Source: an optimization exercise on an open RTL-to-GDS flow (aim: small area and a short achievable clock period). Production flows keep margins and buffers that such runs may drop. No run shown here included a check of the RTL's function; only the layout flow was run. Power figures rest on the tool's default switching activity, not on a simulated workload.

[flow/flow/run.sh]
#!/bin/bash
# Standard ORFS layout, with plain buf_1 cells as the port buffers
# (the default port buffer is a 10 um2 delay buffer).
set -euo pipefail
bash standard.sh synth > synth.log 2>&1
bash standard.sh finish BUFFER_PORTS_ARGS="-buffer_cell sky130_fd_sc_hd__buf_1" > layout.log 2>&1
[flow/standard.sh]
#!/bin/bash
# synth_recipe.tcl (not shown) runs the flow's synth.tcl, then flattens the netlist and writes it again
# the make line also repeats each setting of config.mk as NAME=value (left out here)
make -C /OpenROAD-flow-scripts/flow DESIGN_CONFIG=/design/flow/config.mk WORK_HOME=/design/flow/orfs CLKGATE_MAP_FILE= SYNTH_SCRIPT=/design/flow/synth_recipe.tcl "${@:-finish}"
[flow/config.mk]
export PLATFORM = sky130hd
export DESIGN_NAME = hft_fpga_low_latency
export DESIGN_NICKNAME = hft_fpga_low_latency
export VERILOG_FILES = /design/flow/design.v
export SDC_FILE = /design/flow/constraint.sdc
export NUM_CORES = 4
export LEC_CHECK = 0
export ABC_AREA = 1
export CAP_MARGIN = 20
export CORE_MARGIN = 2
export CORE_UTILIZATION = 40
export CTS_BUF_LIST = sky130_fd_sc_hd__clkbuf_16
export CTS_CLUSTER_DIAMETER = 200
export CTS_CLUSTER_SIZE = 40
export SLEW_MARGIN = 20
[flow/design.v]
`timescale 1ns / 1ps
module hft_fpga_low_latency(
    input wire core_clk,
    input wire reset,
    input wire cfg_we,
    input wire [1:0] cfg_addr,
    input wire [31:0] cfg_wdata,
    input wire [63:0] raw_market_data,
    input wire raw_valid,
    output wire [127:0] mg_tx_data,
    output wire mg_tx_valid
    );
    reg [31:0] trading_threshold;
    reg [31:0] risk_min;
    reg [31:0] risk_max;
    always @(posedge core_clk) begin
        if (reset) begin
            trading_threshold <= 32'd1000;
            risk_min <= 32'd1000;
            risk_max <= 32'd5000;
        end else if (cfg_we) begin
            case (cfg_addr)
                2'd0: trading_threshold <= cfg_wdata;
                2'd1: risk_min <= cfg_wdata;
                2'd2: risk_max <= cfg_wdata;
                default: ;
            endcase
        end
    end
    wire [31:0] price = raw_market_data[31:0];
    wire below_threshold;    
    wire below_min;          
    wire above_max;          
    assign below_threshold = price < trading_threshold;
    assign below_min = price < risk_min;
    assign above_max = risk_max < price;
    wire approve = raw_valid && (raw_market_data[63:56] == 8'h01) &&
                   below_threshold && !below_min && !above_max;
    reg [55:0] order_data;
    always @(posedge core_clk) begin
        order_data <= raw_market_data[55:0];
    end
    reg [31:0] order_seq;
    reg order_valid;
    wire [31:0] seq_ones_below;
    assign seq_ones_below[0] = 1'b1;
    genvar gi;
    generate
        for (gi = 1; gi < 32; gi = gi + 1) begin : g_ones
            assign seq_ones_below[gi] = &order_seq[gi-1:0];
        end
    endgenerate
    always @(posedge core_clk or posedge reset) begin
        if (reset) begin
            order_seq <= 32'd0;
            order_valid <= 1'b0;
        end else begin
            order_valid <= approve;
            order_seq <= order_seq ^ ({32{order_valid}} & seq_ones_below);
        end
    end
    assign mg_tx_data = {order_seq, 8'h01, order_data, 32'h0000_0000};
    assign mg_tx_valid = order_valid;
endmodule
[flow/constraint.sdc]
create_clock -name core_clock -period 4.0 [get_ports {core_clk}]
set_input_delay 0.8000 -clock core_clock [delete_from_list [all_inputs] [get_ports {core_clk}]]
set_output_delay 0.8000 -clock core_clock [all_outputs]
set_load 0.01 [all_outputs]
==> summary.txt, run 1 <==
Run status
  – Outcome: finished clean

Final layout
  – Area occupied by registers: 0.00387 mm2
  – Layout Nets: 1,371
  – Layout cells sized above 1: 0.0497
  – Multi-input gate area: 0.00386 mm2
  – Ant. Diodes: 0
  – Post-Route Utilization: 0.476
  – Fillers: 2,115
  – Fin cells: 1,463
  – Layout Area Growth over Synthesis: 17.5%

STA
  – Max Fclk: 511 MHz
  – Final hold violation count: 0
  – Pins Over Slew Limit: 0
  – Skew final: 0.00972 ns
  – Final setup fails: 0
  – Final period utilization: 0.489
  – Slew @ Worst Pin: 0.668 ns
  – Final WS setup: 2.04 ns
  – RSZ-0062 raised after global routing: no
  – Final Critical Period: 1.96 ns
  – Tightest hold margin: 0.347 ns
  – Setup TNS: 0 ns
  – Slew margin rel.: 0.554

Die
  – Initial Utilization: 0.406
  – Core ar.: 0.0210 mm2
  – DIE AREA: 0.0224 mm2
  – Ports: 231
  – Die Width: 150 um
  – Rows: 53
  – Die height: 150 um

Critical path
  – Crit path top cell by count: buf_4
  – CP Launch Type: input pin
  – CP Capture Type: flip-flop
  – Worst Path Max Fanout: 32
  – CP Data Arrival Time: 2.31 ns
  – Slowest CP cell: inv_1
  – Cell Chain, Critical Path: buf_1 -> nor3_1 -> buf_4 -> inv_1 -> buf_4 -> o21ai_0 -> a21oi_1
  – Required @ worst endpoint: 4.35 ns
  – Critical path type: input pin to flip-flop
  – Slowest Stage Delay on Critical Path: 0.43 ns

Clock tree
  – Hold buffers post-CTS: 0
  – Skew-Pair Late Insertion Delay: 0.43 ns
  – Htree depth: 4
  – CTS root buf: clkbuf_16
  – Setup Buffers After CTS: 0
  – Num CTS Buffers: 17
  – Post_cts resized: 0
  – Clock transition at path regs: 0.06 ns
  – CTS Sinks: 185
  – Deepest clock path buffer count: 2
  – CTS tree: done

Logic synthesis
  – Post-Syn Instances: 986
  – Mean Syn Cell Area: 8.62 um2
  – Yosys warning count: 1
  – Sequential cell area fraction in the yosys report: 0.455
  – Netlist cell types: 40
  – Cell area after synthesis: 0.00850 mm2
  – FF+latch count, synth: 185

GRT
  – First-pass GRT wire length: 29.9 mm
  – Vias in the first global route: 6,190
  – GRT Util Overall: 0.169
  – Pin count of the biggest net entering global routing: 50
  – Grt total ovfl: 0
  – Initial antenna violation count: 0

Power and ir drop
  – Switching share of power: 0.251
  – Internal cell power: 3.10 mW
  – Seq pwr share: 0.470
  – Lkg Pwr: 4.56 nW
  – Clock group share of total power: 0.427
  – Power Density: 414 mW/mm2
  – Peak VDD IR: 0.294 mV
  – Sw Pwr: 1.03 mW
  – Gate power share: 0.102

Placement
  – Pre-CTS setup slack: 1.61 ns
  – Detailed placement HPWL: 14.3 mm
  – Routability Congestion: 0.795
  – Placed Cells: 1,431
  – PortBufs: 190

Drt
  – Drt initial violations: 187
  – Wirelength, routed: 18.9 mm
  – Drt wl/cell: 12.9 um
  – Final ANT Viol Nets: 0
  – Drt pass-1 iters: 4
  – Routed vias: 6,722
  – Vias/cell: 4.59
  – Residual DRC: 0

Hold path
  – Worst hold path class: input pin to async pin

Job
  – Max cap viols: 0
## cell usage in the layout, fill, tap and decap left out, types with 2 or more instances in the layout
cell / instances
buf_1: 190
nand2_1: 161
dfxtp_1: 152
inv_1: 134
a21oi_1: 124
ha_1: 94
o21ai_0: 65
conb_1: 40
nor2_1: 36
dfrtp_1: 33
nand3_1: 24
clkbuf_16: 18
xor2_1: 17
o211ai_1: 13
nand4_1: 12
nor3_1: 11
buf_4: 10
xnor2_1: 7
nor2_2: 5
inv_6: 5
bufinv_16: 3
inv_2: 2
nand2_2: 2
nand2_4: 2
nor2_8: 2
nor3_2: 2
o21a_1: 2
a31oi_1: 2
nand3b_1: 2
a21o_1: 2
clkinv_1: 2
## logic make-up (layout without fill, tap and decap cells)
family / after synthesis / after routing / synth area share
xor gates and xnor gates: 24 / 24 / 0.0247
adders and majority gates: 94 / 94 / 0.138
AOI/OAI and AO/OA: 210 / 210 / 0.129
buffers and inverters: 202 / 366 / 0.107
and+or+nand+nor: 269 / 269 / 0.145
other: 2 / 40 / 0.000884
DFF: 185 / 185 / 0.455
## worst max-delay path: cells and delay by family
family          cells  cell delay (ns)
simple gates        1             0.07
compound gates      2             0.25
buf+inv             4             1.17
## final timing paths
path                                      start  slack (ns)  cells after the start                    end
setup / recovery                    cfg_addr[1]        2.04                      7  trading_threshold[29]
hold / removal                            reset        0.35                      2            order_valid
setup reg to reg           trading_threshold[5]        2.34                     11            order_valid
hold reg to reg                    risk_min[10]        0.46                      2           risk_min[10]
max in group asynchronous                 reset        2.80                      3          order_seq[24]
min in group core_clock            risk_min[10]        0.46                      2           risk_min[10]
## synth_stat cells
library cell	number	share of area
nand4_1	12	0.0088
nor4b_1	1	0.0010
and2_1	1	0.00074
nand2_4	2	0.0026
buf_1	1	0.00044
a21oi_1	124	0.073
a21boi_0	1	0.00088
xor2_1	17	0.018
nand3_1	24	0.014
nand4_2	1	0.0015
nand2_1	161	0.071
inv_2	1	0.00044
nor4_2	1	0.0015
a31oi_1	2	0.0015
nor2_2	5	0.0037
clkbuf_1	27	0.012
nor2_8	2	0.0047
nand3_2	1	0.0012
nand3_4	1	0.0021
o211ai_1	13	0.011
ha_1	94	0.14
inv_1	133	0.059
nor4_1	1	0.00074
and3_2	1	0.00088
and3_1	1	0.00074
nor3_1	11	0.0065
a21o_1	2	0.0018
nor3_2	2	0.0024
o21ai_1	1	0.00059
dfxtp_1	152	0.36
buf_4	40	0.035
nor2_4	1	0.0013
xnor2_1	7	0.0072
nand2_2	2	0.0015
o21ai_0	65	0.038
o21a_1	2	0.0018
conb_1	2	0.00088
nand3b_1	2	0.0018
dfrtp_1	33	0.097
nor2_1	36	0.016
## layer usage
layer	track usage	wire [um]
met5	0	0
met4	0.0528	218
met3	0.0351	843
met2	0.278	8560
met1	0.225	9310
## per-stage QoR
stage / power (mW) / cell area [um2]
floorplan: 2.28 / 8640
global placement: 2.40 / 9370
detailed placement: 2.41 / 9370
CTS: 4.19 / 9980
global route: 4.33 / 9980
finish: 4.13 / 9980
## registers in the layout, indices dropped and copies added (netlist names)
register           count
order_valid            1
risk_max              32
order_seq             32
order_data            56
risk_min              32
trading_threshold     32
## power groups by stage
stage | Sequential [mW] | Clock [mW] | Combinational, mW
after floorplan | 2.00 | 0 | 0.282
after global placement | 1.98 | 0 | 0.420
after detailed placement | 1.98 | 0 | 0.428
after CTS | 1.94 | 1.82 | 0.431
after global routing | 1.95 | 1.89 | 0.493
final | 1.94 | 1.76 | 0.423
## cell type report
class                           instances  share of cell area
Clock buffer                           18              0.0451
Timing Repair Buffer                  200              0.0789
Sequential cell                       185               0.387
Clock inverter                         14              0.0165
Multi-Input combinational cell        637               0.387
Tap cell                              275              0.0345
Inverter                              134              0.0504
==> inputs of run 2 (changes only) <==
--- a/flow/design.v
+++ b/flow/design.v
@@ -1 +1,29 @@
+`timescale 1ns / 1ps
+module ucmp_lt #(
+    parameter W = 32
+    ) (
+    input wire [W-1:0] a,
+    input wire [W-1:0] b,
+    output wire lt
+    );
+    localparam L = $clog2(W);
+    wire [W-1:0] l [0:L];
+    wire [W-1:0] e [0:L];
+    assign l[0] = ~a & b;
+    assign e[0] = ~(a ^ b);
+    genvar k, i;
+    generate
+        for (k = 1; k <= L; k = k + 1) begin : lvl
+            for (i = 0; i < (W >> k); i = i + 1) begin : node
+                assign l[k][i] = l[k-1][2*i+1] | (e[k-1][2*i+1] & l[k-1][2*i]);
+                assign e[k][i] = e[k-1][2*i+1] & e[k-1][2*i];
+            end
+            if ((W >> k) < W) begin : pad
+                assign l[k][W-1:(W >> k)] = {(W - (W >> k)){1'b0}};
+                assign e[k][W-1:(W >> k)] = {(W - (W >> k)){1'b0}};
+            end
+        end
+    endgenerate
+    assign lt = l[L][0];
+endmodule
 `timescale 1ns / 1ps
@@ -33,5 +61,5 @@
     wire above_max;          
-    assign below_threshold = price < trading_threshold;
-    assign below_min = price < risk_min;
-    assign above_max = risk_max < price;
+    ucmp_lt #(.W(32)) u_cmp_thr (.a(price), .b(trading_threshold), .lt(below_threshold));
+    ucmp_lt #(.W(32)) u_cmp_min (.a(price), .b(risk_min), .lt(below_min));
+    ucmp_lt #(.W(32)) u_cmp_max (.a(risk_max), .b(price), .lt(above_max));
     wire approve = raw_valid && (raw_market_data[63:56] == 8'h01) &&
@@ -44,10 +72,2 @@
     reg order_valid;
-    wire [31:0] seq_ones_below;
-    assign seq_ones_below[0] = 1'b1;
-    genvar gi;
-    generate
-        for (gi = 1; gi < 32; gi = gi + 1) begin : g_ones
-            assign seq_ones_below[gi] = &order_seq[gi-1:0];
-        end
-    endgenerate
     always @(posedge core_clk or posedge reset) begin
@@ -58,3 +78,3 @@
             order_valid <= approve;
-            order_seq <= order_seq ^ ({32{order_valid}} & seq_ones_below);
+            order_seq <= order_seq + {31'd0, order_valid};
         end
--- a/flow/config.mk
+++ b/flow/config.mk
@@ -7,3 +7,2 @@
 export LEC_CHECK = 0
-export ABC_AREA = 1
 export CAP_MARGIN = 20
@@ -11,5 +10,3 @@
 export CORE_UTILIZATION = 40
-export CTS_BUF_LIST = sky130_fd_sc_hd__clkbuf_16
-export CTS_CLUSTER_DIAMETER = 200
-export CTS_CLUSTER_SIZE = 40
+export CTS_BUF_LIST = sky130_fd_sc_hd__clkbuf_4 sky130_fd_sc_hd__clkbuf_8
 export SLEW_MARGIN = 20
==> run 2 against run 1 <==
Compared with the run above:
- still clean on timing, DRC and antenna
- sequential share of layout area rose by 1.5 points
- final area fell by 3.7%
- setup slack got worse by 0.65 ns
- synthesized area fell by 1.6%
- routed wire length rose by 9.8%
- die area fell by 1.6%
- register-to-register slack got worse by 0.86 ns
- critical path depth rose by 1
- combinational power fell by 11%
- first-iteration DRC count rose by 44%
- synthesized cell count fell by 5.6%
- sequential power barely moved
- largest power group unchanged
- highest routed layer unchanged
==> summary.txt, run 2 <==
Run status
  – Outcome: finished clean

STA
  – Max Fclk: 384 MHz
  – Setup TNS: 0 ns
  – RSZ-0062 raised after global routing: no
  – Final Critical Period: 2.61 ns
  – Tightest hold margin: 0.420 ns
  – Final setup fails: 0
  – Final period utilization: 0.652
  – Pins Over Slew Limit: 0
  – Final hold violation count: 0
  – Slew @ Worst Pin: 0.932 ns
  – Skew final: 0.0141 ns
  – Slew margin rel.: 0.377

GRT
  – First-pass GRT wire length: 33.0 mm
  – Vias in the first global route: 6,472
  – Pin count of the biggest net entering global routing: 80
  – Grt total ovfl: 0
  – GRT Util Overall: 0.191
  – Initial antenna violation count: 2

Clock tree
  – CTS tree: done
  – Htree depth: 4
  – Clock transition at path regs: 0.09 ns
  – Deepest clock path buffer count: 2
  – Num CTS Buffers: 17
  – Post_cts resized: 0
  – CTS root buf: clkbuf_8
  – Skew-Pair Late Insertion Delay: 0.46 ns
  – Setup Buffers After CTS: 0
  – CTS Sinks: 185
  – Hold buffers post-CTS: 0

Final layout
  – Area occupied by registers: 0.00387 mm2
  – Commonest non-fill, non-tap cells in the layout: nand2_1, buf_1, dfxtp_1
  – Multi-input gate area: 0.00396 mm2
  – Layout Nets: 1,309
  – Max reg flops: 56
  – Most common cell after layout, fill and taps aside: nand2_1
  – Largest Register: order_data
  – Layout Area Growth over Synthesis: 15.1%
  – Post-Route Utilization: 0.472
  – Fillers: 2,068
  – Layout cells sized above 1: 0.0409
  – Fin cells: 1,397

Logic synthesis
  – Cells taking the most area after synthesis: dfxtp_1, ha_1, nand2_1, dfrtp_1, a21oi_1
  – Ys flop type: dfxtp_1
  – Sequential cell area fraction in the yosys report: 0.463
  – Synth cell count leaders: nand2_1, dfxtp_1, a21oi_1
  – Yosys warning count: 2
  – Netlist cell types: 52
  – Cell area after synthesis: 0.00836 mm2
  – Yosys top cell area share: 0.364
  – EDFF count, synth: 0
  – Post-Syn Instances: 931
  – Post-synth top area cell: dfxtp_1
  – Top-count cell post-synth: nand2_1
  – Mean Syn Cell Area: 8.98 um2
  – FF+latch count, synth: 185
  – Share of async-settable or async-resettable flops after synthesis: 0.178

Critical path
  – R2R cell count: 8
  – Worst R2R Setup Slack: 1.48 ns
  – Cell Chain, Critical Path: buf_1 -> ha_1 -> nor4b_1 -> nand4_1 -> a211o_1 -> a221oi_1 -> o221ai_1 -> a2111oi_0
  – CP Data Arrival Time: 2.92 ns
  – Critical path type: input pin to flip-flop
  – Worst R2R Start: risk_max[31]
  – Worst Path Max Fanout: 3
  – Slowest CP cell: nor4b_1
  – Required @ worst endpoint: 4.31 ns
  – CP Capture Type: flip-flop
  – CP Launch Type: input pin
  – FF-to-FF End: order_valid
  – Slowest Stage Delay on Critical Path: 0.51 ns

Power and ir drop
  – PnR Total Power: 3.69 mW
  – Power Density: 383 mW/mm2
  – Peak VDD IR: 0.234 mV
  – Lkg Pwr: 4.13 nW

Placement
  – Detailed placement HPWL: 15.4 mm
  – Placed Cells: 1,363
  – Routability Congestion: 0.833
  – PortBufs: 190

Drt
  – Vias/cell: 4.81
  – Drt pass-1 iters: 5
  – Wirelength, routed: 20.8 mm
  – Drt wl/cell: 14.9 um
  – Final ANT Viol Nets: 0
  – Residual DRC: 0
  – Routed vias: 6,722
  – Drt initial violations: 270

Die
  – Core ar.: 0.0204 mm2
  – Ports: 231
  – Die Width: 149 um
  – Initial Utilization: 0.410
  – DIE AREA: 0.0221 mm2
  – Die height: 149 um
  – Rows: 52

Job
  – Max cap viols: 0

Hold path
  – Worst hold path class: input pin to async pin
## run 2: cell count changes in the layout (fill, tap and decap cells not counted), moves of 17 or more
| cell | change |
|---|---|
| inv_1 | -67 |
| nand2_1 | +60 |
| nor2_1 | -20 |
| clkbuf_16 | -18 |
| o21ai_0 | -53 |
| clkbuf_8 | +17 |
| xnor2_1 | +17 |
## run 2: worst max-delay path, delay by kind of cell
kind,cells,cell delay (ns)
AO/OA/AOI/OAI,4,1.07
AND/OR/NAND/NOR,2,0.70
adder cells (fa/ha/maj),1,0.24
buffers and inverters,1,0.10
## run 2: through the flow
stage	cell area [um2]	worst slack, ns
global placement	9180	1.10
detailed placement	9180	0.983
global route	9620	1.25
finish	9620	1.39
CTS	9610	1.47
floorplan	8500	1.42
## run 2: cells by family after synthesis
| logic type | after synthesis | synth area share |
|---|---|---|
| AOI/OAI and AO/OA | 155 | 0.105 |
| xor gates and xnor gates | 30 | 0.0314 |
| adders and majority gates | 95 | 0.142 |
| buffers and inverters | 139 | 0.0813 |
| DFF | 185 | 0.463 |
| other | 2 | 0.000898 |
| and+or+nand+nor | 325 | 0.176 |
## run 2: worst max-delay path by stage
stage                              startpoint          end  slack [ns]
after floorplan                         reset  risk_min[3]        1.42
after global placement    raw_market_data[31]  order_valid        1.10
after detailed placement  raw_market_data[31]  order_valid        0.98
after global routing      raw_market_data[31]  order_valid        1.25
after CTS                 raw_market_data[31]  order_valid        1.47
final                     raw_market_data[31]  order_valid        1.39
## run 2: report_power, final
part	internal (mW)	total, mW	leakage (nW)	switching (mW)
clock	0.693	1.37	0.216	0.680
combinational	0.128	0.378	2.20	0.249
sequential	1.91	1.94	1.72	0.0253
total	2.73	3.69	4.13	0.954
## run 2: area by class of cell
cell class	count	area share
Clock buffer	18	0.0251
Tap cell	270	0.0351
Antenna cell	2	0.000520
Clock inverter	14	0.0204
Inverter	68	0.0265
Timing Repair Buffer	195	0.0782
Multi-Input combinational cell	645	0.412
Sequential cell	185	0.402
## run 2: per-layer routing
metal  vias to the layer above  global-route usage  wire [um]
met5                         -                   0          0
li1                       3413                   -          -
met3                        19              0.0463       1400
met1                      3095               0.251       9270
met2                       195               0.313       9880
met4                         0              0.0529        240
==> inputs of run 3 (changes only) <==
--- a/flow/config.mk
+++ b/flow/config.mk
@@ -7,2 +7,3 @@
 export LEC_CHECK = 0
+export ABC_CLOCK_PERIOD_IN_PS = 1500
 export CAP_MARGIN = 20
==> run 3 against run 2 <==
Compared with the run above:
- first-iteration DRC count is the same
- final cell count did not move
- via count unchanged
- sequential share of layout area is the same
- routed wire length unchanged
- still clean
- critical path depth is the same
- sequential cell count stayed put
- highest routed layer unchanged
- synthesized area unchanged
==> summary.txt, run 3 <==
Placement
  – Pre-CTS setup slack: 0.983 ns
  – Dpl cell area: 0.00918 mm2
  – Routability Congestion: 0.833
  – Detailed placement HPWL: 15.4 mm
  – PortBufs: 190
  – Placed Cells: 1,363

Die
  – Core ar.: 0.0204 mm2
  – Ports: 231
  – Initial Utilization: 0.410
  – Die height: 149 um
  – Die Width: 149 um
  – Rows: 52
  – DIE AREA: 0.0221 mm2

Clock tree
  – Htree depth: 4
  – Num CTS Buffers: 17
  – Skew-Pair Late Insertion Delay: 0.46 ns
  – Clock transition at path regs: 0.09 ns
  – Deepest clock path buffer count: 2
  – Post_cts resized: 0
  – CTS Sinks: 185
  – Hold buffers post-CTS: 0
  – Setup Buffers After CTS: 0
  – CTS tree: done
  – CTS root buf: clkbuf_8

Logic synthesis
  – Yosys top cell area share: 0.364
  – Largest family of logic cells by synthesized area: simple AND/OR/NAND/NOR gates
  – Post-synth top area cell: dfxtp_1
  – Mean Syn Cell Area: 8.98 um2
  – Cell area after synthesis: 0.00836 mm2
  – Top-count cell post-synth: nand2_1
  – Synth Area in Compound Gates: 0.105
  – EDFF count, synth: 0
  – Ys flop type: dfxtp_1
  – Synth Area in Adders: 0.142
  – Synth cell count leaders: nand2_1, dfxtp_1, a21oi_1
  – Simple-Gate Fraction of Synth Area: 0.176
  – Post-synthesis mux area share: 0
  – XOR/XNOR share of the synthesized area: 0.0314
  – Cells taking the most area after synthesis: dfxtp_1, ha_1, nand2_1, dfrtp_1, a21oi_1
  – Sequential cell area fraction in the yosys report: 0.463
  – Share of async-settable or async-resettable flops after synthesis: 0.178
  – FF+latch count, synth: 185
  – Post-Syn Instances: 931
  – Netlist cell types: 52
  – Yosys warning count: 2

Critical path
  – CP Launch Type: input pin
  – Cell Chain, Critical Path: buf_1 -> ha_1 -> nor4b_1 -> nand4_1 -> a211o_1 -> a221oi_1 -> o221ai_1 -> a2111oi_0
  – Critical path type: input pin to flip-flop
  – Required @ worst endpoint: 4.31 ns
  – CP Capture Type: flip-flop
  – Slowest CP cell: nor4b_1
  – CP Data Arrival Time: 2.92 ns
  – Worst Path Max Fanout: 3
  – Slowest Stage Delay on Critical Path: 0.51 ns

STA
  – Final period utilization: 0.652
  – Setup TNS: 0 ns
  – Final setup fails: 0
  – Skew final: 0.0141 ns
  – Slew margin rel.: 0.377
  – RSZ-0062 raised after global routing: no
  – Max Fclk: 384 MHz
  – Final WS setup: 1.39 ns
  – Final Critical Period: 2.61 ns
  – Final hold violation count: 0
  – Slew @ Worst Pin: 0.932 ns
  – Pins Over Slew Limit: 0

Drt
  – Wirelength, routed: 20.8 mm
  – Drt wl/cell: 14.9 um
  – Vias/cell: 4.81
  – Drt initial violations: 270
  – Routed vias: 6,722
  – Residual DRC: 0
  – Drt pass-1 iters: 5
  – Final ANT Viol Nets: 0

Final layout
  – Commonest non-fill, non-tap cells in the layout: nand2_1, buf_1, dfxtp_1
  – Layout Nets: 1,309
  – Most common cell after layout, fill and taps aside: nand2_1
  – Max reg flops: 56
  – Largest Register: order_data
  – Layout cells sized above 1: 0.0409
  – Finished Cell Area: 0.00962 mm2
  – Fin cells: 1,397
  – Layout Area Growth over Synthesis: 15.1%

GRT
  – Pin count of the biggest net entering global routing: 80
  – Initial antenna violation count: 2
  – First-pass GRT wire length: 33.0 mm
  – Grt total ovfl: 0
  – GRT Util Overall: 0.191
  – Vias in the first global route: 6,472

Power and ir drop
  – Lkg Pwr: 4.13 nW
  – PnR Total Power: 3.69 mW
  – Power Density: 383 mW/mm2
  – Peak VDD IR: 0.234 mV

Run status
  – Outcome: finished clean

Hold path
  – Worst hold path class: input pin to async pin

Job
  – Max cap viols: 0
-- run 3: cell counts in the layout (fill, tap and decap cells not counted) --
Identical to the previous run, type by type.
-- run 3: logic make-up after synthesis --
| group | Yosys count |
|---|---|
| AO/OA/AOI/OAI | 155 |
| flip-flops | 185 |
| AND/OR/NAND/NOR | 325 |
| other | 2 |
| adder cells (fa/ha/maj) | 95 |
| buffers and inverters | 139 |
| XOR/XNOR | 30 |
-- run 3: final cells by class --
type,count,area (um2)
Fill cell,2068,10700
Multi-Input combinational cell,645,3960
Sequential cell,185,3870
Timing Repair Buffer,195,752
Tap cell,270,338
Inverter,68,255
Clock buffer,18,241
Clock inverter,14,196
Antenna cell,2,5.00
-- run 3: per-layer routing --
metal	up-vias	global-route usage	wire, um
li1	3413	-	-
met1	3095	0.251	9270
met2	195	0.313	9880
met3	19	0.0463	1400
met4	0	0.0529	240
met5	-	0	0
-- run 3: final timing paths --
check                                    startpoint  depth (start not counted)  slack, ns             end
worst max-delay path            raw_market_data[31]                          8       1.39     order_valid
worst min-delay path                          reset                          2       0.42   order_seq[13]
worst max register to register         risk_max[31]                          8       1.48     order_valid
worst min register to register          risk_max[5]                          2       0.46     risk_max[5]
max in group asynchronous                     reset                          3       2.82   order_seq[27]
min in group core_clock         raw_market_data[35]                          1       0.43  order_data[35]
-- run 3: power by group --
part	switching [mW]	internal, mW	total, mW
clock network	0.680	0.693	1.37
logic	0.249	0.128	0.378
registers	0.0253	1.91	1.94
-- run 3: critical path: cells and delay by family --
| family | cells | cell delay [ns] |
|---|---|---|
| adders and majority gates | 1 | 0.24 |
| buffers and inverters | 1 | 0.10 |
| and+or+nand+nor | 2 | 0.70 |
| AOI/OAI and AO/OA | 4 | 1.07 |
-- run 3: stage by stage --
| stage | utilization | hold WS, ns |
|---|---|---|
| after floorplan | - | 0.431 |
| after global placement | 0.451 | 0.443 |
| after detailed placement | 0.451 | 0.447 |
| after CTS | 0.472 | 0.400 |
| after global routing | 0.472 | 0.401 |
| final | 0.472 | 0.420 |
==> inputs of run 4 (changes only) <==
--- a/flow/config.mk
+++ b/flow/config.mk
@@ -12,2 +12,3 @@
 export CTS_BUF_LIST = sky130_fd_sc_hd__clkbuf_4 sky130_fd_sc_hd__clkbuf_8
+export SETUP_SLACK_MARGIN = 2.2
 export SLEW_MARGIN = 20
==> run 4 against run 3 <==
Compared with the run above:
- final area grew 6.8%
- setup slack gained 0.38 ns
- routed wire length shrank 0.28%
- synthesized area is the same
- sequential cell count is the same
- sequential power is essentially flat
- sequential share of layout area shrank 2.5 points
- register-to-register slack gained 0.35 ns
- final cell count grew 3.4%
- clock power shrank 8%
- largest cell class unchanged
- highest routed layer unchanged
==> summary.txt, run 4 <==
Run status
  – Outcome: finished clean

Power and ir drop
  – Gate power share: 0.109
  – Switching share of power: 0.277
  – Seq pwr share: 0.539
  – Peak VDD IR: 0.187 mV
  – Internal cell power: 2.59 mW
  – Power Density: 350 mW/mm2
  – Lkg Pwr: 4.57 nW
  – Sw Pwr: 996 uW
  – Clock group share of total power: 0.352

Logic synthesis
  – Top-count cell post-synth: nand2_1
  – Netlist cell types: 52
  – Ys flop type: dfxtp_1
  – Mean Syn Cell Area: 8.98 um2
  – Post-synth top area cell: dfxtp_1
  – EDFF count, synth: 0
  – Yosys top cell area share: 0.364
  – Sequential cell area fraction in the yosys report: 0.463
  – FF+latch count, synth: 185
  – Share of async-settable or async-resettable flops after synthesis: 0.178
  – Yosys warning count: 2
  – Cell area after synthesis: 0.00836 mm2
  – Synth cell count leaders: nand2_1, dfxtp_1, a21oi_1
  – Post-Syn Instances: 931
  – Cells taking the most area after synthesis: dfxtp_1, ha_1, nand2_1, dfrtp_1, a21oi_1

Final layout
  – Commonest non-fill, non-tap cells in the layout: nand2_1, dfxtp_1, buf_1
  – Layout Nets: 1,358
  – Multi-input gate area: 0.00419 mm2
  – Fillers: 1,974
  – Largest Register: order_data
  – Area occupied by registers: 0.00387 mm2
  – Most common cell after layout, fill and taps aside: nand2_1
  – Layout cells sized above 1: 0.162
  – Layout Area Growth over Synthesis: 22.8%
  – Max reg flops: 56
  – Fin cells: 1,445

Clock tree
  – Hold buffers post-CTS: 0
  – Clock transition at path regs: 0.09 ns
  – CTS root buf: clkbuf_8
  – Num CTS Buffers: 17
  – Deepest clock path buffer count: 2
  – Htree depth: 4
  – CTS Sinks: 185
  – Skew-Pair Late Insertion Delay: 0.47 ns
  – CTS tree: done

Critical path
  – FF-to-FF End: order_valid
  – CP Launch Type: input pin
  – Worst Path Max Fanout: 3
  – CP Data Arrival Time: 2.56 ns
  – Critical path type: input pin to flip-flop
  – R2R cell count: 8
  – CP Capture Type: flip-flop
  – Required @ worst endpoint: 4.33 ns
  – Worst R2R Setup Slack: 1.83 ns
  – Worst R2R Start: risk_max[27]

STA
  – Setup TNS: 0 ns
  – Final setup fails: 0
  – Final period utilization: 0.557
  – Final Critical Period: 2.23 ns
  – Skew final: 0.0108 ns
  – Slew @ Worst Pin: 0.845 ns
  – Slew margin rel.: 0.437
  – Max Fclk: 449 MHz
  – RSZ-0062 raised after global routing: yes
  – Final hold violation count: 0
  – Pins Over Slew Limit: 0

Die
  – Die height: 149 um
  – Die Width: 149 um
  – DIE AREA: 0.0221 mm2
  – Core ar.: 0.0204 mm2
  – Ports: 231
  – Rows: 52
  – Initial Utilization: 0.410

Placement
  – Placed Cells: 1,363
  – Detailed placement HPWL: 14.9 mm
  – PortBufs: 190
  – Routability Congestion: 0.805

GRT
  – First-pass GRT wire length: 33.0 mm
  – Grt total ovfl: 0
  – Initial antenna violation count: 1
  – Pin count of the biggest net entering global routing: 80
  – Vias in the first global route: 6,655
  – GRT Util Overall: 0.188

Job
  – Max cap viols: 0

Drt
  – Drt wl/cell: 14.3 um
  – Routed vias: 6,870
  – Vias/cell: 4.75
  – Wirelength, routed: 20.7 mm
  – Drt initial violations: 255
  – Residual DRC: 0
  – Drt pass-1 iters: 4
  – Final ANT Viol Nets: 0

Hold path
  – Worst hold path class: input pin to async pin
[run 4: cell counts after synthesis]
No cell type changed its count.
[run 4: power by group through the flow]
| stage | clock network (mW) | registers (mW) | logic [mW] |
|---|---|---|---|
| final | 1.26 | 1.94 | 0.391 |
| after global routing | 1.38 | 1.94 | 0.450 |
| after CTS | 1.30 | 1.94 | 0.393 |
| after detailed placement | 0 | 1.98 | 0.384 |
| after global placement | 0 | 1.98 | 0.380 |
| after floorplan | 0 | 1.99 | 0.248 |
[run 4: what timing repair did]
item / in CTS / in global routing
pin swaps: 11 / 12
buffers inserted: 37 / 12
endpoints found under the setup margin: 66 / 73
resized for setup: 29 / 60
[run 4: worst max path at each step]
stage | to | startpoint | slack [ns]
floorplan | order_valid | raw_market_data[17] | 1.69
finish | order_valid | raw_market_data[26] | 1.77
global placement | order_valid | raw_market_data[31] | 1.23
global route | order_valid | raw_market_data[26] | 1.65
detailed placement | order_valid | raw_market_data[31] | 1.07
CTS | order_valid | raw_market_data[25] | 1.76
[run 4: worst max-delay path: stages]
cell	delay, ns
buf_1	0.10
ha_1	0.30
nand4_1	0.18
nor4_2	0.33
nand4_1	0.19
or4_4	0.45
a21oi_2	0.14
a2111oi_2	0.07
[run 4: cells by family after synthesis]
| kind of cell | after synthesis | share of synthesized area |
|---|---|---|
| flip-flops | 185 | 0.463 |
| other | 2 | 0.000898 |
| AO/OA/AOI/OAI | 155 | 0.105 |
| XOR/XNOR | 30 | 0.0314 |
| buffers and inverters | 139 | 0.0813 |
| AND/OR/NAND/NOR | 325 | 0.176 |
| adder cells (fa/ha/maj) | 95 | 0.142 |
[run 4: final cells by class]
| type | count | area share |
|---|---|---|
| antenna | 1 | 0.000244 |
| clock buffer | 20 | 0.0256 |
| clock inverter | 12 | 0.0123 |
| inverter | 68 | 0.0249 |
| multi-input combinational | 645 | 0.408 |
| sequential | 185 | 0.377 |
| tap | 270 | 0.0329 |
| timing repair buffer | 244 | 0.119 |
[run 4: routing by layer]
layer / vias to the layer above / global-route usage / wire [um]
met4: 0 / 0.0514 / 288
met3: 23 / 0.0408 / 1070
met5: - / 0 / 0
met2: 145 / 0.332 / 10400
met1: 3190 / 0.233 / 8930
li1: 3512 / - / -
[run 4: per-stage QoR]
| step | power (mW) | hold WS [ns] | utilization | setup WS [ns] | area [um2] |
|---|---|---|---|---|---|
| after floorplan | 2.24 | 0.431 | - | 1.69 | 8640 |
| after global placement | 2.36 | 0.440 | 0.456 | 1.23 | 9300 |
| after detailed placement | 2.36 | 0.449 | 0.456 | 1.07 | 9300 |
| after CTS | 3.63 | 0.334 | 0.494 | 1.76 | 10100 |
| after global routing | 3.78 | 0.358 | 0.504 | 1.65 | 10300 |
| final | 3.59 | 0.365 | 0.504 | 1.77 | 10300 |
==> inputs of run 5 (changes only) <==
--- a/flow/design.v
+++ b/flow/design.v
@@ -9,6 +9,6 @@
     localparam L = $clog2(W);
-    wire [W-1:0] l [0:L];
-    wire [W-1:0] e [0:L];
+    wire [W-1:0] l [0:L];    
+    wire [W-1:0] g [0:L];    
     assign l[0] = ~a & b;
-    assign e[0] = ~(a ^ b);
+    assign g[0] = a & ~b;
     genvar k, i;
@@ -17,9 +17,7 @@
             for (i = 0; i < (W >> k); i = i + 1) begin : node
-                assign l[k][i] = l[k-1][2*i+1] | (e[k-1][2*i+1] & l[k-1][2*i]);
-                assign e[k][i] = e[k-1][2*i+1] & e[k-1][2*i];
+                assign l[k][i] = l[k-1][2*i+1] | (~g[k-1][2*i+1] & l[k-1][2*i]);
+                assign g[k][i] = g[k-1][2*i+1] | (~l[k-1][2*i+1] & g[k-1][2*i]);
             end
-            if ((W >> k) < W) begin : pad
-                assign l[k][W-1:(W >> k)] = {(W - (W >> k)){1'b0}};
-                assign e[k][W-1:(W >> k)] = {(W - (W >> k)){1'b0}};
-            end
+            assign l[k][W-1:(W >> k)] = {(W - (W >> k)){1'b0}};
+            assign g[k][W-1:(W >> k)] = {(W - (W >> k)){1'b0}};
         end
@@ -72,2 +70,10 @@
     reg order_valid;
+    wire [31:0] seq_ones_below;
+    assign seq_ones_below[0] = 1'b1;
+    genvar gi;
+    generate
+        for (gi = 1; gi < 32; gi = gi + 1) begin : g_ones
+            assign seq_ones_below[gi] = &order_seq[gi-1:0];
+        end
+    endgenerate
     always @(posedge core_clk or posedge reset) begin
@@ -78,3 +84,3 @@
             order_valid <= approve;
-            order_seq <= order_seq + {31'd0, order_valid};
+            order_seq <= order_seq ^ ({32{order_valid}} & seq_ones_below);
         end
--- a/flow/config.mk
+++ b/flow/config.mk
@@ -7,3 +7,3 @@
 export LEC_CHECK = 0
-export ABC_CLOCK_PERIOD_IN_PS = 1500
+export ABC_AREA = 1
 export CAP_MARGIN = 20
@@ -12,3 +12,2 @@
 export CTS_BUF_LIST = sky130_fd_sc_hd__clkbuf_4 sky130_fd_sc_hd__clkbuf_8
-export SETUP_SLACK_MARGIN = 2.2
 export SLEW_MARGIN = 20
==> run 5 against run 4 <==
Compared with the run above:
- fmax decreased by 13%
- clock skew decreased by 0.0026 ns
- non-clock buffer count decreased by 47
- final cell count increased by 10%
- global-route usage decreased by 0.81 points
- sequential share of layout area increased by 3.2 points
- clock power increased by 6%
- synthesized area decreased by 2.1%
- via count increased by 6.2%
==> summary.txt, run 5 <==
Run status
  – Outcome: finished clean

Drt
  – Final ANT Viol Nets: 0
  – Routed vias: 7,295
  – Residual DRC: 0
  – Wirelength, routed: 19.2 mm
  – Drt initial violations: 375
  – Vias/cell: 4.58
  – Drt wl/cell: 12.0 um
  – Drt pass-1 iters: 5

Final layout
  – Layout cells sized above 1: 0.0400
  – Commonest non-fill, non-tap cells in the layout: nand2_1, buf_1, dfxtp_1
  – Most common cell after layout, fill and taps aside: nand2_1
  – Fin cells: 1,594
  – Layout Nets: 1,414
  – Largest Register: order_data
  – Layout Area Growth over Synthesis: 15.6%
  – Finished Cell Area: 0.00946 mm2
  – Ant. Diodes: 0
  – Max reg flops: 56

Clock tree
  – Deepest clock path buffer count: 2
  – Htree depth: 4
  – CTS tree: done
  – CTS Sinks: 185
  – Hold buffers post-CTS: 0
  – CTS root buf: clkbuf_8
  – Setup Buffers After CTS: 0
  – Skew-Pair Late Insertion Delay: 0.45 ns
  – Num CTS Buffers: 17
  – Clock transition at path regs: 0.09 ns
  – Post_cts resized: 0

Job
  – Max cap viols: 0

Logic synthesis
  – Share of async-settable or async-resettable flops after synthesis: 0.178
  – Top-count cell post-synth: nand2_1
  – Post-Syn Instances: 1,125
  – EDFF count, synth: 0
  – Cell area after synthesis: 0.00818 mm2
  – Ys flop type: dfxtp_1
  – Netlist cell types: 35
  – Yosys warning count: 2
  – Post-synth top area cell: dfxtp_1
  – Mean Syn Cell Area: 7.27 um2
  – FF+latch count, synth: 185
  – Yosys top cell area share: 0.372
  – Synth cell count leaders: nand2_1, dfxtp_1, nor2_1
  – Cells taking the most area after synthesis: dfxtp_1, nand2_1, dfrtp_1, o21ai_0, nor2_1
  – Sequential cell area fraction in the yosys report: 0.473

STA
  – Tightest hold margin: 0.417 ns
  – Pins Over Slew Limit: 0
  – Skew final: 0.00812 ns
  – Final hold violation count: 0
  – Slew margin rel.: 0.374
  – RSZ-0062 raised after global routing: no
  – Final period utilization: 0.642
  – Setup TNS: 0 ns
  – Final Critical Period: 2.57 ns
  – Final setup fails: 0
  – Slew @ Worst Pin: 0.933 ns
  – Max Fclk: 389 MHz

GRT
  – Pin count of the biggest net entering global routing: 57
  – First-pass GRT wire length: 31.5 mm
  – GRT Util Overall: 0.180
  – Grt total ovfl: 0
  – Vias in the first global route: 6,698
  – Initial antenna violation count: 0

Placement
  – Routability Congestion: 0.775
  – Placed Cells: 1,562
  – PortBufs: 190
  – Dpl cell area: 0.00904 mm2
  – Detailed placement HPWL: 14.2 mm

Power and ir drop
  – Power Density: 392 mW/mm2
  – PnR Total Power: 3.71 mW
  – Lkg Pwr: 4.49 nW
  – Peak VDD IR: 0.219 mV

Die
  – Die Width: 147 um
  – Initial Utilization: 0.406
  – Die height: 147 um
  – Rows: 52
  – DIE AREA: 0.0216 mm2
  – Ports: 231
  – Core ar.: 0.0202 mm2

Critical path
  – CP Capture Type: flip-flop
  – CP Data Arrival Time: 2.92 ns
  – Critical path type: input pin to flip-flop
  – Required @ worst endpoint: 4.35 ns
  – CP Launch Type: input pin
  – Worst Path Max Fanout: 36

Hold path
  – Worst hold path class: input pin to flip-flop
==> run 5: cell types whose count changed in the layout (fill, tap and decap cells not counted), sizes merged, moves of 23 or more <==
cell	change
clkbuf	-40
inv	+48
nor2	+124
ha	-94
nand3	+24
nand2	+72
o21ai	+95
a21oi	-23
==> run 5: where the power goes <==
part	switching (mW)	total, mW	internal (mW)	leakage (nW)
clock	0.661	1.33	0.666	0.210
combinational	0.287	0.425	0.138	2.56
sequential	0.0322	1.96	1.93	1.72
==> run 5: logic make-up after synthesis <==
| family | synth area share |
|---|---|
| other cells | 0.000918 |
| flops | 0.473 |
| buf+inv | 0.108 |
| xor+xnor | 0.0257 |
| compound gates | 0.142 |
| fa+ha+maj | 0.00153 |
| simple gates | 0.249 |
==> run 5: critical path: stages <==
cell and delay (ns):
buf_1 0.09, nor3_2 0.50, clkinv_1 0.92, buf_4 0.46, nor2_1 0.09, nor2_1 0.05
==> run 5: final timing paths <==
check,start,end,slack [ns],depth (start not counted)
worst max-delay path,cfg_addr[0],trading_threshold[4],1.43,6
worst min-delay path,raw_market_data[49],order_data[49],0.42,1
worst max register to register,order_seq[1],order_seq[13],2.34,9
worst min register to register,risk_min[0],risk_min[0],0.47,2
max in group asynchronous,reset,order_seq[15],2.82,3
min in group asynchronous,reset,order_valid,0.43,2
==> run 5: through the flow <==
step | util | worst slack (ns)
2_1_floorplan | - | 1.28
3_3_place_gp | 0.448 | 1.23
3_5_place_dp | 0.448 | 1.18
4_1_cts | 0.469 | 1.69
5_1_grt | 0.469 | 1.15
6_report | 0.469 | 1.43
==> run 5: final cells by class <==
cell class,instances,area (um2)
fill,2127,10700
clock buffer,21,277
multi-input combinational,783,3580
timing repair buffer,197,778
sequential,185,3870
clock inverter,11,144
inverter,127,478
tap,270,338
==> run 5: metal layers <==
metal  up-vias  wire length (um)  track usage
li1       3848                 -            -
met1      3284              9350        0.236
met2       152              8860        0.306
met3        11               761       0.0360
met4         0               188       0.0466
met5         -                 0            0
==> inputs of run 6 (changes only) <==
--- a/flow/config.mk
+++ b/flow/config.mk
@@ -12,2 +12,3 @@
 export CTS_BUF_LIST = sky130_fd_sc_hd__clkbuf_4 sky130_fd_sc_hd__clkbuf_8
+export SETUP_SLACK_MARGIN = 2.15
 export SLEW_MARGIN = 20
==> run 6 against run 5 <==
Compared with the run above:
- clock power about the same
- critical path type is now flip-flop to output pin
- utilization grew 2.2 points
- clock skew up 0.0070 ns
- routed wire length shrank 0.16%
- final area is 4.7% higher
- power is 0.20% lower
- worst hold slack got worse by 0.0088 ns
- highest routed layer unchanged
==> summary.txt, run 6 <==
Power and ir drop
  – Seq pwr share: 0.529
  – Sw Pwr: 1.04 mW
  – PnR Total Power: 3.70 mW
  – Gate power share: 0.115
  – Switching share of power: 0.280
  – Lkg Pwr: 4.81 nW
  – Peak VDD IR: 0.203 mV
  – Power Density: 374 mW/mm2
  – Clock group share of total power: 0.357
  – Internal cell power: 2.67 mW

GRT
  – Pin count of the biggest net entering global routing: 72
  – GRT met3 Usage: 0.0326
  – Met1 Usage GRT: 0.241
  – Grt total ovfl: 0
  – Vias in the first global route: 6,605
  – GRT busiest layer: met2
  – Initial antenna violation count: 0
  – Met2 usage: 0.291
  – First-pass GRT wire length: 31.2 mm
  – GRT Util Overall: 0.177

Drt
  – Residual DRC: 0
  – Drt wl/cell: 11.7 um
  – Drt initial violations: 354
  – Final ANT Viol Nets: 0
  – Wirelength, routed: 19.1 mm
  – Routed vias: 7,459
  – Vias/cell: 4.55
  – Drt pass-1 iters: 5

Clock tree
  – CTS tree: done
  – Num CTS Buffers: 17
  – Deepest clock path buffer count: 2
  – Clock transition at path regs: 0.11 ns
  – CTS root buf: clkbuf_8
  – Skew-Pair Late Insertion Delay: 0.47 ns
  – Hold buffers post-CTS: 0
  – Htree depth: 4
  – CTS Sinks: 185

Die
  – Ports: 231
  – Die height: 147 um
  – Rows: 52
  – DIE AREA: 0.0216 mm2
  – Initial Utilization: 0.406
  – Die Width: 147 um
  – Core ar.: 0.0202 mm2

Logic synthesis
  – Synth cell count leaders: nand2_1, dfxtp_1, nor2_1
  – FF+latch count, synth: 185
  – Ys flop type: dfxtp_1
  – Cell area after synthesis: 0.00818 mm2
  – Top-count cell post-synth: nand2_1
  – Sequential cell area fraction in the yosys report: 0.473
  – Cells taking the most area after synthesis: dfxtp_1, nand2_1, dfrtp_1, o21ai_0, nor2_1
  – Yosys warning count: 2
  – Share of async-settable or async-resettable flops after synthesis: 0.178
  – Yosys top cell area share: 0.372
  – Mean Syn Cell Area: 7.27 um2
  – Post-Syn Instances: 1,125
  – Post-synth top area cell: dfxtp_1
  – Netlist cell types: 35
  – EDFF count, synth: 0

STA
  – Max Fclk: 536 MHz
  – Final period utilization: 0.467
  – Final hold violation count: 0
  – Skew final: 0.0152 ns
  – Setup TNS: 0 ns
  – Slew margin rel.: 0.557
  – Final Critical Period: 1.87 ns
  – Pins Over Slew Limit: 0
  – RSZ-0062 raised after global routing: yes
  – Slew @ Worst Pin: 0.660 ns
  – Final setup fails: 0

Critical path
  – Stages on worst setup path: 1
  – Slowest CP cell: dfrtp_1
  – Required @ worst endpoint: 3.20 ns
  – End of the critical path: mg_tx_valid
  – CP startpoint: order_valid
  – R2R cell count: 10
  – WP buf/inv: 1
  – Cell Chain, Critical Path: buf_2
  – FF-to-FF End: order_seq[31]
  – CP Launch Type: flip-flop
  – Worst R2R Start: order_seq[1]
  – CP Data Arrival Time: 1.07 ns
  – Worst R2R Setup Slack: 2.26 ns
  – Critical path type: flip-flop to output pin
  – Slowest Stage Delay on Critical Path: 0.44 ns
  – Worst Path Max Fanout: 3
  – Crit path max-delay family: flip-flops
  – CP Capture Type: output pin

Placement
  – Placed Cells: 1,563
  – Detailed placement HPWL: 13.6 mm
  – Routability Congestion: 0.757
  – Dpl cell area: 0.00905 mm2
  – PortBufs: 190

Final layout
  – Most common cell after layout, fill and taps aside: nand2_1
  – Finished Cell Area: 0.00990 mm2
  – Layout cells sized above 1: 0.0948
  – Largest Register: order_data
  – Layout Area Growth over Synthesis: 21.0%
  – Commonest non-fill, non-tap cells in the layout: nand2_1, buf_1, dfxtp_1
  – Layout Nets: 1,461
  – Max reg flops: 56
  – Ant. Diodes: 0
  – Fin cells: 1,641

Job
  – Max cap viols: 0

Run status
  – Outcome: finished clean

Hold path
  – Worst hold path class: input pin to flip-flop
-- run 6: cell count changes in the layout (fill, tap and decap cells not counted), moves of 2 or more --
cell and change:
inv_8 +3, clkinv_1 -4, buf_1 -22, buf_4 +40, clkinv_4 -2, clkinvlp_4 +4, clkbuf_2 +16, buf_6 +8
buf_2 +4, inv_6 +2
-- run 6: worst reg2reg max path, stage by stage (launching register included) --
cell and delay (ns):
dfrtp_1 0.40, buf_6 0.12, nand4_4 0.10, inv_2 0.06, nand2_2 0.06, nor2_4 0.19, nand2_4 0.10, nor2_8 0.20
nand2_8 0.09, nor3_4 0.19, xor2_1 0.15
-- run 6: cell type report --
| class | instances | area, um2 |
|---|---|---|
| tap | 270 | 338 |
| clock buffer | 19 | 255 |
| sequential | 185 | 3870 |
| timing repair inverter | 1 | 7.51 |
| clock inverter | 13 | 158 |
| fill | 2074 | 10300 |
| inverter | 127 | 482 |
| timing repair buffer | 243 | 1190 |
| multi-input combinational | 783 | 3610 |
-- run 6: how the worst min path moves through the flow --
stage,startpoint,end,slack (ns),depth (start not counted)
after floorplan,risk_min[0],risk_min[0],0.43,2
after global placement,risk_min[0],risk_min[0],0.44,2
after detailed placement,risk_min[0],risk_min[0],0.44,2
after CTS,raw_market_data[44],order_data[44],0.38,1
after global routing,raw_market_data[36],order_data[36],0.39,1
final,raw_market_data[44],order_data[44],0.41,1
-- run 6: cell families (layout without fill, tap and decap cells) --
kind of cell,Yosys count,in the layout,synth area share
DFF,185,185,0.473
AOI/OAI and AO/OA,220,220,0.142
and+or+nand+nor,498,498,0.249
other,2,40,0.000918
xor gates and xnor gates,24,24,0.0257
buffers and inverters,195,403,0.108
adders and majority gates,1,1,0.00153
-- run 6: repair_timing --
action	4_1_cts	5_1_grt
resized for setup	7	34
pin swaps	0	8
gates cloned	1	0
endpoints found under the setup margin	52	48
buffers inserted	27	18
-- run 6: layer usage --
layer | part of all wire | up-vias
li1 | - | 3945
met1 | 0.48 | 3310
met2 | 0.46 | 187
met3 | 0.048 | 17
met4 | 0.011 | 0
met5 | 0 | -
-- run 6: per-stage QoR --
stage                util  setup WS (ns)  hold slack (ns)
floorplan               -           2.17            0.430
global placement    0.449           1.56            0.441
detailed placement  0.449           1.50            0.445
CTS                 0.480           2.10            0.378
global route        0.491           2.09            0.388
finish              0.491           2.13            0.408
-- run 6: power groups by stage --
stage,clock network (mW),registers (mW),logic [mW]
global placement,0,2.00,0.418
global route,1.44,1.97,0.493
CTS,1.37,1.96,0.428
detailed placement,0,2.00,0.423
finish,1.32,1.96,0.424
floorplan,0,2.01,0.291
==> inputs of run 7 (changes only) <==
--- a/flow/config.mk
+++ b/flow/config.mk
@@ -11,3 +11,5 @@
 export CORE_UTILIZATION = 40
-export CTS_BUF_LIST = sky130_fd_sc_hd__clkbuf_4 sky130_fd_sc_hd__clkbuf_8
+export CTS_BUF_LIST = sky130_fd_sc_hd__clkbuf_8
+export CTS_CLUSTER_DIAMETER = 150
+export CTS_CLUSTER_SIZE = 30
 export SETUP_SLACK_MARGIN = 2.15
==> run 7 against run 6 <==
Compared with the run above:
- critical path depth unchanged
- first-iteration DRC count down 0.56%
- sequential power about the same
- final cell count unchanged
==> summary.txt, run 7 <==
Final layout
  – Max reg flops: 56
  – Commonest non-fill, non-tap cells in the layout: nand2_1, buf_1, dfxtp_1
  – Most common cell after layout, fill and taps aside: nand2_1
  – Layout Area Growth over Synthesis: 21.0%
  – Layout cells sized above 1: 0.0941
  – Post-Route Utilization: 0.491
  – Fin cells: 1,641
  – Layout Nets: 1,461
  – Ant. Diodes: 0
  – Largest Register: order_data

Placement
  – Pre-CTS setup slack: 1.50 ns
  – Routability Congestion: 0.757
  – Placed Cells: 1,563
  – PortBufs: 190
  – Detailed placement HPWL: 13.6 mm

Drt
  – Drt pass-1 iters: 5
  – WL met1: 9.16 mm
  – Routed vias: 7,458
  – Met2 wire len: 8.84 mm
  – Final ANT Viol Nets: 0
  – Vias/cell: 4.54
  – Residual DRC: 0
  – Highest routing layer actually used: met4
  – Drt wl/cell: 11.7 um
  – Wirelength, routed: 19.1 mm
  – Drt initial violations: 352
  – Metal3 WL: 918 um

Logic synthesis
  – Sequential cell area fraction in the yosys report: 0.473
  – Cell area after synthesis: 0.00818 mm2
  – Post-Syn Instances: 1,125
  – Ys flop type: dfxtp_1
  – Share of async-settable or async-resettable flops after synthesis: 0.178
  – Yosys top cell area share: 0.372
  – Mean Syn Cell Area: 7.27 um2
  – Netlist cell types: 35
  – Yosys warning count: 2
  – Cells taking the most area after synthesis: dfxtp_1, nand2_1, dfrtp_1, o21ai_0, nor2_1
  – Synth cell count leaders: nand2_1, dfxtp_1, nor2_1
  – FF+latch count, synth: 185
  – EDFF count, synth: 0
  – Post-synth top area cell: dfxtp_1
  – Top-count cell post-synth: nand2_1

Power and ir drop
  – Peak VDD IR: 0.203 mV
  – Lkg Pwr: 4.81 nW
  – PnR Total Power: 3.69 mW
  – Power Density: 373 mW/mm2

Hold path
  – Worst hold stages: 1
  – Worst hold path class: input pin to flip-flop
  – Hold EP: order_data[44]
  – Hold path start: raw_market_data[44]

STA
  – Final period utilization: 0.467
  – Slew @ Worst Pin: 0.660 ns
  – Max Fclk: 536 MHz
  – Final setup fails: 0
  – Skew final: 0.0155 ns
  – Final Critical Period: 1.87 ns
  – Final WS setup: 2.13 ns
  – Final hold violation count: 0
  – Setup TNS: 0 ns
  – RSZ-0062 raised after global routing: yes
  – Pins Over Slew Limit: 0
  – Slew margin rel.: 0.557

GRT
  – GRT Util Overall: 0.177
  – Initial antenna violation count: 0
  – First-pass GRT wire length: 31.2 mm
  – Vias in the first global route: 6,605
  – Grt total ovfl: 0
  – Pin count of the biggest net entering global routing: 72

Die
  – Die height: 147 um
  – Initial Utilization: 0.406
  – DIE AREA: 0.0216 mm2
  – Core ar.: 0.0202 mm2
  – Die Width: 147 um
  – Ports: 231
  – Rows: 52

Critical path
  – Cell Chain, Critical Path: buf_2
  – R2R cell count: 10
  – Critical path type: flip-flop to output pin
  – Slowest Stage Delay on Critical Path: 0.44 ns
  – Crit path max-delay family: flip-flops
  – CP Capture Type: output pin
  – CP Data Arrival Time: 1.07 ns
  – Required @ worst endpoint: 3.20 ns
  – Worst R2R Start: order_seq[1]
  – Slowest CP cell: dfrtp_1
  – WP buf/inv: 1
  – FF-to-FF End: order_seq[31]
  – CP Launch Type: flip-flop
  – Worst R2R Setup Slack: 2.26 ns
  – Worst Path Max Fanout: 3

Clock tree
  – Htree depth: 4
  – CTS tree: done
  – Skew-Pair Late Insertion Delay: 0.47 ns
  – Deepest clock path buffer count: 2
  – CTS root buf: clkbuf_8
  – Hold buffers post-CTS: 0
  – Num CTS Buffers: 17
  – CTS Sinks: 185
  – Clock transition at path regs: 0.11 ns

Job
  – Max cap viols: 0

Run status
  – Outcome: finished clean
-- run 7: final cells by class --
| class | count | area, um2 |
|---|---|---|
| fill | 2073 | 10300 |
| sequential | 185 | 3870 |
| tap | 270 | 338 |
| clock inverter | 14 | 161 |
| timing repair buffer | 243 | 1190 |
| clock buffer | 18 | 248 |
| timing repair inverter | 1 | 7.51 |
| inverter | 127 | 482 |
| multi-input combinational | 783 | 3610 |
-- run 7: cells by family after synthesis --
logic type,count (synthesis),synth area share
simple gates,498,0.249
xor+xnor,24,0.0257
compound gates,220,0.142
buf+inv,195,0.108
fa+ha+maj,1,0.00153
other cells,2,0.000918
flops,185,0.473
-- run 7: repair_timing --
item                                    4_1_cts  5_1_grt
pin swaps                                     0        8
setup buffers                                27       18
gates resized for setup                       7       34
endpoints found under the setup margin       52       48
gates cloned                                  1        0
-- run 7: how the worst max path moves through the flow --
stage / endpoint / cells after the start / slack [ns] / startpoint
after floorplan: trading_threshold[30] / 5 / 2.17 / cfg_addr[0]
after global placement: trading_threshold[24] / 8 / 1.56 / cfg_we
after detailed placement: trading_threshold[4] / 8 / 1.50 / cfg_we
after CTS: mg_tx_data[122] / 1 / 2.10 / order_seq[26]
after global routing: mg_tx_valid / 1 / 2.09 / order_valid
final: mg_tx_valid / 1 / 2.13 / order_valid
-- run 7: metrics by stage --
| step | hold WS [ns] | cell area, um2 |
|---|---|---|
| finish | 0.408 | 9900 |
| global route | 0.388 | 9900 |
| CTS | 0.378 | 9680 |
| detailed placement | 0.445 | 9050 |
| global placement | 0.441 | 9050 |
| floorplan | 0.430 | 8340 |
-- run 7: power by group --
group / internal [mW] / switching (mW) / total, mW
clock: 0.590 / 0.721 / 1.31
combinational: 0.140 / 0.284 / 0.424
sequential: 1.93 / 0.0322 / 1.96
-- run 7: layer usage --
metal | track usage | vias to the layer above
li1 | - | 3944
met1 | 0.241 | 3310
met2 | 0.291 | 187
met3 | 0.0326 | 17
met4 | 0.0505 | 0
met5 | 0 | -
==> inputs of run 8 (changes only) <==
--- a/flow/design.v
+++ b/flow/design.v
@@ -2,3 +2,4 @@
 module ucmp_lt #(
-    parameter W = 32
+    parameter W = 32,
+    parameter L = 5          
     ) (
@@ -8,3 +9,2 @@
     );
-    localparam L = $clog2(W);
     wire [W-1:0] l [0:L];    
@@ -70,2 +70,3 @@
     reg order_valid;
+    reg order_count;
     wire [31:0] seq_ones_below;
@@ -78,2 +79,5 @@
     endgenerate
+    always @(posedge core_clk) begin
+        order_count <= approve && !reset;
+    end
     always @(posedge core_clk or posedge reset) begin
@@ -84,3 +88,3 @@
             order_valid <= approve;
-            order_seq <= order_seq ^ ({32{order_valid}} & seq_ones_below);
+            order_seq <= order_seq ^ ({32{order_count}} & seq_ones_below);
         end
--- a/flow/config.mk
+++ b/flow/config.mk
@@ -11,5 +11,3 @@
 export CORE_UTILIZATION = 40
-export CTS_BUF_LIST = sky130_fd_sc_hd__clkbuf_8
-export CTS_CLUSTER_DIAMETER = 150
-export CTS_CLUSTER_SIZE = 30
+export CTS_BUF_LIST = sky130_fd_sc_hd__clkbuf_4 sky130_fd_sc_hd__clkbuf_8
 export SETUP_SLACK_MARGIN = 2.15
==> run 8 against run 7 <==
Compared with the run above:
- final area up 0.85%
- clock power fell by 7%
- global-route usage is 1.1 points higher
- highest routed layer unchanged
- sequential share of layout area fell by 0.090 points
- critical path type unchanged
- critical endpoint is now mg_tx_data[113]
==> summary.txt, run 8 <==
STA
  – Max Fclk: 549 MHz
  – Final WS setup: 2.18 ns
  – Final period utilization: 0.455
  – Final hold violation count: 0
  – Final Critical Period: 1.82 ns
  – Final setup fails: 0
  – RSZ-0062 raised after global routing: yes
  – Skew final: 0.0127 ns
  – Slew margin rel.: 0.552
  – Setup TNS: 0 ns
  – Slew @ Worst Pin: 0.669 ns
  – Pins Over Slew Limit: 0

Power and ir drop
  – Peak VDD IR: 0.178 mV
  – Power Density: 363 mW/mm2
  – Lkg Pwr: 4.84 nW

Logic synthesis
  – Ys flop type: dfxtp_1
  – Cell area after synthesis: 0.00838 mm2
  – Sequential cell area fraction in the yosys report: 0.464
  – Share of async-settable or async-resettable flops after synthesis: 0.177
  – Top-count cell post-synth: nand2_1
  – EDFF count, synth: 0
  – Post-synth top area cell: dfxtp_1
  – Cells taking the most area after synthesis: dfxtp_1, nand2_1, dfrtp_1, inv_1, o21ai_0
  – FF+latch count, synth: 186
  – Netlist cell types: 34
  – Synth cell count leaders: nand2_1, inv_1, dfxtp_1
  – Yosys top cell area share: 0.366
  – Yosys warning count: 2
  – Mean Syn Cell Area: 7.21 um2
  – Post-Syn Instances: 1,162

Hold path
  – Hold path start: raw_market_data[38]
  – Worst hold path class: input pin to flip-flop
  – Worst hold stages: 1
  – Hold EP: order_data[38]

Drt
  – Drt wl/cell: 12.4 um
  – WL met1: 9.55 mm
  – Vias/cell: 4.58
  – Routed vias: 7,619
  – Residual DRC: 0
  – Final ANT Viol Nets: 0
  – Drt pass-1 iters: 5
  – Met2 wire len: 10.0 mm
  – Metal3 WL: 906 um
  – Highest routing layer actually used: met4
  – Wirelength, routed: 20.6 mm
  – Drt initial violations: 240

Critical path
  – CP Launch Type: flip-flop
  – Worst R2R Start: order_seq[0]
  – FF-to-FF End: order_seq[15]
  – Crit path max-delay family: flip-flops
  – Critical path type: flip-flop to output pin
  – CP Capture Type: output pin
  – Required @ worst endpoint: 3.20 ns
  – Worst Path Max Fanout: 3
  – Cell Chain, Critical Path: buf_6
  – Slowest Stage Delay on Critical Path: 0.42 ns
  – Worst R2R Setup Slack: 2.29 ns
  – CP Data Arrival Time: 1.02 ns
  – Slowest CP cell: dfrtp_1
  – WP buf/inv: 1
  – R2R cell count: 11

Die
  – Rows: 52
  – Die height: 149 um
  – Core ar.: 0.0204 mm2
  – Ports: 231
  – Die Width: 149 um
  – DIE AREA: 0.0221 mm2
  – Initial Utilization: 0.411

Clock tree
  – Deepest clock path buffer count: 2
  – Hold buffers post-CTS: 0
  – Htree depth: 4
  – Num CTS Buffers: 17
  – CTS root buf: clkbuf_8
  – Clock transition at path regs: 0.10 ns
  – CTS Sinks: 186
  – CTS tree: done
  – Skew-Pair Late Insertion Delay: 0.46 ns

GRT
  – Pin count of the biggest net entering global routing: 78
  – Grt total ovfl: 0
  – Vias in the first global route: 6,787
  – Initial antenna violation count: 0
  – First-pass GRT wire length: 33.1 mm
  – GRT Util Overall: 0.188

Final layout
  – Most common cell after layout, fill and taps aside: nand2_1
  – Layout Area Growth over Synthesis: 19.2%
  – Fillers: 2,134
  – Largest Register: order_data
  – Layout cells sized above 1: 0.0990
  – Multi-input gate area: 0.00365 mm2
  – Ant. Diodes: 0
  – Finished Cell Area: 0.00998 mm2
  – Area occupied by registers: 0.00389 mm2
  – Commonest non-fill, non-tap cells in the layout: nand2_1, buf_1, inv_1, dfxtp_1
  – Max reg flops: 56
  – Layout Nets: 1,484

Placement
  – Dpl cell area: 0.00925 mm2
  – PortBufs: 190
  – Routability Congestion: 0.816
  – Pre-CTS setup slack: 1.39 ns
  – Detailed placement HPWL: 14.9 mm

Run status
  – Outcome: finished clean

Job
  – Max cap viols: 0
==> run 8: worst max-delay path by stage <==
| stage | from | endpoint | slack [ns] | depth (start not counted) |
|---|---|---|---|---|
| 6_report | order_seq[17] | mg_tx_data[113] | 2.18 | 1 |
| 3_5_place_dp | raw_market_data[57] | order_count | 1.39 | 8 |
| 2_1_floorplan | raw_market_data[31] | order_count | 2.18 | 11 |
| 3_3_place_gp | raw_market_data[57] | order_count | 1.47 | 8 |
| 4_1_cts | order_seq[17] | mg_tx_data[113] | 2.13 | 1 |
| 5_1_grt | order_seq[17] | mg_tx_data[113] | 2.11 | 1 |
==> run 8: metal layers <==
layer / global-route usage / vias up
li1: - / 4001
met1: 0.244 / 3457
met2: 0.322 / 151
met3: 0.0405 / 10
met4: 0.0414 / 0
met5: 0 / -
==> run 8: area by class of cell <==
class | instances | share of cell area
Clock buffer | 20 | 0.0263
Clock inverter | 12 | 0.0117
Inverter | 156 | 0.0591
Multi-Input combinational cell | 787 | 0.366
Sequential cell | 186 | 0.390
Tap cell | 270 | 0.0338
Timing Repair Buffer | 232 | 0.112
Timing Repair inverter | 1 | 0.000752
==> run 8: through the flow <==
stage | hold WS (ns) | std cells | power, mW | utilization
2_1_floorplan | 0.430 | 1200 | 2.32 | -
3_3_place_gp | 0.445 | 1597 | 2.44 | 0.454
3_5_place_dp | 0.450 | 1597 | 2.45 | 0.454
4_1_cts | 0.381 | 1654 | 3.68 | 0.484
5_1_grt | 0.369 | 1664 | 3.83 | 0.490
6_report | 0.420 | 1664 | 3.63 | 0.490
==> run 8: cells by family after synthesis <==
group	synth area share
compound gates	0.136
xor+xnor	0.0303
fa+ha+maj	0.00149
buf+inv	0.120
flops	0.464
other cells	0.000897
simple gates	0.247
==> run 8: power breakdown <==
group,switching (mW),total (mW),internal (mW)
sequential,0.0310,1.97,1.94
combinational,0.297,0.441,0.143
clock,0.688,1.22,0.532
==> run 8: repair_timing <==
action / in CTS / in global routing
gates resized for setup: 20 / 33
pin swaps: 0 / 0
cloned: 1 / 0
buffers inserted: 24 / 10
endpoints found under the setup margin: 48 / 53
hold endpoints to repair: 0 / 0
==> run 8: worst register-to-register path, cell delays in order (launching register included) <==
cell	delay, ns
dfrtp_1	0.36
buf_4	0.12
nand2_2	0.07
nor2_4	0.17
nand3_4	0.10
nor2_4	0.14
nand2_4	0.08
nor2_2	0.14
nand3_2	0.11
nor2_2	0.13
nand2_1	0.08
xnor2_1	0.12

[port drivers added, routing unchanged]
The results above use ideal ports. As a check the final layouts listed here were re-extracted and re-timed, cells and wires unchanged.
Step 1 assumes that a clkbuf_16 drives the clock port and a buf_2 every other input.
Step 2 moves the port delays by t, midway between the first and last clock arrival at a register: inputs arrive t later, outputs are due t later. That takes back most of the time a late clock gives input paths.
Three values: no drivers, after step 1, after step 2; two values: the first two.
run	shift t [ns]	setup slack, ns	hold WS [ns]	cell pins on the clock port's net
run 1	0.463	2.043 / 2.014 / 1.596	0.347 / 0.327 / 0.456	1
run 2	0.489	1.393 / 1.387 / 0.898	0.420 / 0.404 / 0.459	1
run 3	0.489	1.393 / 1.387 / 0.898	0.420 / 0.404 / 0.459	1
run 4	0.497	1.771 / 1.782 / 1.284	0.365 / 0.355 / 0.458	1
run 5	0.492	1.432 / 1.448 / 0.956	0.417 / 0.403 / 0.469	1
run 6	0.503	2.134 / 2.094 / 1.797	0.408 / 0.391 / 0.459	1
run 7	0.503	2.134 / 2.094 / 1.797	0.408 / 0.390 / 0.459	1
run 8	0.491	2.179 / 2.141 / 1.811	0.420 / 0.405 / 0.469	1
After both steps every run listed still meets setup and hold.
